Source: an optimization exercise on an open RTL-to-GDS flow (aim: small area, a short achievable clock period and few clock cycles per item). Production flows keep margins and buffers that such runs may drop. RTL that was checked went through simulation tests only; none was proved equivalent to the original. Power figures rest on the tool's default switching activity, not on a simulated workload.

## lagoon
## mult_unit
module mult_unit (
    input  logic        clk_i,
    input  logic        rst_ni,
    input  logic        start_i,
    input  logic [2:0]  op_type_i,
    input  logic [31:0] operand_a_i,
    input  logic [31:0] operand_b_i,
    output logic [31:0] result_o,
    output logic        done_o,
    output logic        exception_valid_o,
    output logic [31:0] exception_cause_o
);
==> flow/config.mk <==
export PLATFORM = sky130hd
export DESIGN_NAME = mult_unit
export DESIGN_NICKNAME = mult_unit
export VERILOG_FILES = /design/flow/design.v
export SDC_FILE = /design/flow/constraint.sdc
export NUM_CORES = 4
export LEC_CHECK = 0
export ABC_AREA = 1
export CAP_MARGIN = 20
export CORE_MARGIN = 2
export CORE_UTILIZATION = 60
export SLEW_MARGIN = 20
export SYNTH_HIERARCHICAL = 1
export SYNTH_MINIMUM_KEEP_SIZE = 0
==> flow/constraint.sdc <==
create_clock -name core_clock -period 15.0 [get_ports {clk_i}]
set_input_delay 3.0000 -clock core_clock [delete_from_list [all_inputs] [get_ports {clk_i}]]
set_output_delay 3.0000 -clock core_clock [all_outputs]
set_load 0.01 [all_outputs]
standard.sh (not shown) runs the stock make flow with config.mk's settings and CLKGATE_MAP_FILE= SYNTH_SCRIPT=/design/flow/synth_recipe.tcl, a recipe that flattens the netlist after the stock synthesis.
==> flow/flow/run.sh <==
#!/bin/bash
# The standard layout, with repair_timing asked for extra setup slack and plain port buffers
bash standard.sh SETUP_SLACK_MARGIN=8.2 "BUFFER_PORTS_ARGS=-buffer_cell sky130_fd_sc_hd__buf_2" finish > standard.log 2>&1
What cedar does differently from lagoon at the input level:
==> flow/flow/run.sh <==
#!/bin/bash
# The standard layout, with repair_timing asked for extra setup slack and plain port buffers
bash standard.sh SETUP_SLACK_MARGIN=7.8 "BUFFER_PORTS_ARGS=-buffer_cell sky130_fd_sc_hd__buf_2" finish > standard.log 2>&1
==> summary.txt <==
Re critical path depth: lagoon and cedar aren't equal, and the lower value belongs to cedar.
Taking lagoon as the reference point, the reported net switching power of cedar falls by 0.000014 W.
Per the comparison of cedar with lagoon, maximum vdd drop picked up an extra 0.036 mV, headroom to the max-slew limit picked up an extra 7.6 points.
No functional check of the RTL was part of any run of this note.

---

Setup of v41:
Another version of the RTL of mult_unit (not shown whole).
For scale: roughly 2700 cells after synthesis, roughly 130 flip-flops, about 140 I/O pins.
Design mult_unit, start of the top module:
module mult_unit (
    input  logic        clk_i,
    input  logic        rst_ni,
    input  logic        start_i,
    input  logic [2:0]  op_type_i,
    input  logic [31:0] operand_a_i,
    input  logic [31:0] operand_b_i,
    output logic [31:0] result_o,
    output logic        done_o,
    output logic        exception_valid_o,
    output logic [31:0] exception_cause_o
);
    logic a_sgn, b_sgn;
    assign a_sgn = ~(op_type_i[1] & op_type_i[0]);
    assign b_sgn = ~op_type_i[1];
    logic [33:0] am;    
    assign am = {operand_a_i[31] & a_sgn, operand_a_i, 1'b0};
    logic [32:0] bm;    
    assign bm = {operand_b_i, 1'b0};
    logic [15:0] one, two, neg, negz;
    logic [577:0] pp;
    genvar gj, gi;
    generate
        for (gj = 0; gj < 16; gj = gj + 1) begin : g_booth
            logic [33:0] x;    
            assign one[gj]  = bm[2*gj+1] ^ bm[2*gj];
            assign two[gj]  = (bm[2*gj+2] & ~bm[2*gj+1] & ~bm[2*gj]) | (~bm[2*gj+2] & bm[2*gj+1] & bm[2*gj]);
            assign neg[gj]  = bm[2*gj+2];
            assign negz[gj] = bm[2*gj+2] & ~(bm[2*gj+1] & bm[2*gj]);
  ...
clock: 15.0 ns
lec_check: 0
abc_area: 1
cap_margin: 20
core_margin: 2
core_utilization: 50
cts_buf_list: sky130_fd_sc_hd__clkbuf_8
cts_cluster_size: 40
slew_margin: 20
synth_hierarchical: 1
synth_minimum_keep_size: 0
==> flow/flow/run.sh <==
#!/bin/bash
# The standard layout, with repair_timing asked for extra setup slack, plain port buffers
# one tie cell for the constant outputs, and synthesis buffers removed before placement
bash standard.sh SETUP_SLACK_MARGIN=8.0 "BUFFER_PORTS_ARGS=-buffer_cell sky130_fd_sc_hd__buf_2" SKIP_REPAIR_TIE_FANOUT=1 REMOVE_ABC_BUFFERS=1 finish > standard.log 2>&1
Testbench counts of v41, summed over its fixed seeds: cycles 1,608, ops 1,600.
#### Input delta (v22 over v41)
Settings: CORE_UTILIZATION changed from 50 to 70.
==> flow/flow/run.sh <==
#!/bin/bash
# The standard layout, with repair_timing asked for extra setup slack and plain port buffers
bash standard.sh SETUP_SLACK_MARGIN=8.0 "BUFFER_PORTS_ARGS=-buffer_cell sky130_fd_sc_hd__buf_2" finish > standard.log 2>&1
Notes after the runs:
Power of the clock network for v22: about 4% up relative to v41
[v22] starting DRC count in detailed routing rose 0.66% relative to v41
Compared with v41, v22 has less setup slack.
The global-route track usage on met2 of v22 exceeds that of v41 by 16 points.
Of the two values seen for most common cell after layout, fill and taps aside, sky130_fd_sc_hd__xnor2_1 was produced by v22 and sky130_fd_sc_hd__o22ai_1 by v41.
v22 ends up with lower largest fanout on the critical path than v41 does.
v22 against v41; cell count is down by a few percent.
[inputs] v53 vs v22
Settings: CORE_UTILIZATION: 70 -> 60.
==> flow/flow/run.sh <==
#!/bin/bash
# The standard layout, with: fanout-limited repair_design at placement, repair_timing asked
# for extra setup slack, plain port buffers and one tie cell for the constant outputs
bash standard.sh SETUP_SLACK_MARGIN=8.0 "BUFFER_PORTS_ARGS=-buffer_cell sky130_fd_sc_hd__buf_2" SKIP_REPAIR_TIE_FANOUT=1 PRE_RESIZE_TCL=$PWD/flow/fanout.tcl finish > standard.log 2>&1
==> flow/flow/fanout.tcl (new file) <==
# limit fanout for the placement-stage repair_design (buffer trees on the Booth select nets)
set_max_fanout 12 [current_design]
Results
DRC violation total after the first TritonRoute iteration was higher in v53 than in v22.
Post-route minimum period on v53 is behind v22.
Placeable core region (v53 over v22): increase, 17%
| final instance area | v53 vs v22 | 1700 µm² higher |
v53 vs. v22: HPWL after detailed placement up 19 mm; ratio of final minimum period to clock period rose by 0.48 points.
Relative to v22, the combinational power of v53 is higher by about 2%.
Non-clock buffer contribution to total cell area (lower): v22
On count of nets after finishing, the higher figure sits with v53, not v22.
Lower setup slack was reported by v53, not v22.
| final RePlAce weighted congestion | lower: v53 |
--- input diff v53..v51 ---
==> flow/flow/run.sh <==
#!/bin/bash
# The standard layout, with repair_timing asked for extra setup slack, plain port buffers
# and one tie cell for the constant outputs
bash standard.sh SETUP_SLACK_MARGIN=8.0 "BUFFER_PORTS_ARGS=-buffer_cell sky130_fd_sc_hd__buf_2" SKIP_REPAIR_TIE_FANOUT=1 finish > standard.log 2>&1
removed: flow/flow/fanout.tcl
Findings:
- Delta (v51 minus v53): synthesized netlist cell count about even, first-pass GRT wire length lost 15 mm, final antenna diode count shows a reduction of 4.
- Of v53 and v51, the higher design area belongs to v53.
- Taking v53 as the reference point, the critical path depth of v51 falls by 7.

## what the ideal ports hide
Ports are ideal in the flow. The routed layouts listed here were re-timed in OpenROAD. Step 1, drivers: a clkbuf_16 drives clk_i and a buf_2 each remaining input, both assumed. Step 2 adds t to the input delays and takes it off the output delays; t is the mean of the earliest and latest rising clock arrival at the registers after step 1. Input paths then give back, and output paths get back, about the clock's delay inside the block. Slacks: ideal ports / drivers / drivers and shift; pairs: ideal ports / drivers.
| run | shift t [ns] | setup WS [ns] | hold WS [ns] |
|---|---|---|---|
| lagoon | 0.522 | 8.158 / 8.194 / 7.672 | 2.296 / 2.268 / 2.790 |
| cedar | 0.520 | 7.824 / 7.860 / 7.339 | 2.300 / 2.262 / 2.782 |
| v41 | 0.617 | 8.093 / 8.125 / 7.507 | 2.195 / 2.160 / 2.778 |
| v22 | 0.577 | 7.985 / 8.014 / 7.437 | 2.223 / 2.190 / 2.768 |
| v53 | 0.631 | 7.913 / 7.950 / 7.318 | 2.175 / 2.141 / 2.772 |
| v51 | 0.611 | 7.934 / 7.967 / 7.356 | 2.204 / 2.171 / 2.782 |
After both steps setup and hold are still met in every run listed. The setup slack of v53, which loses most, moves by +0.037 ns with the drivers and by -0.595 ns with both steps.
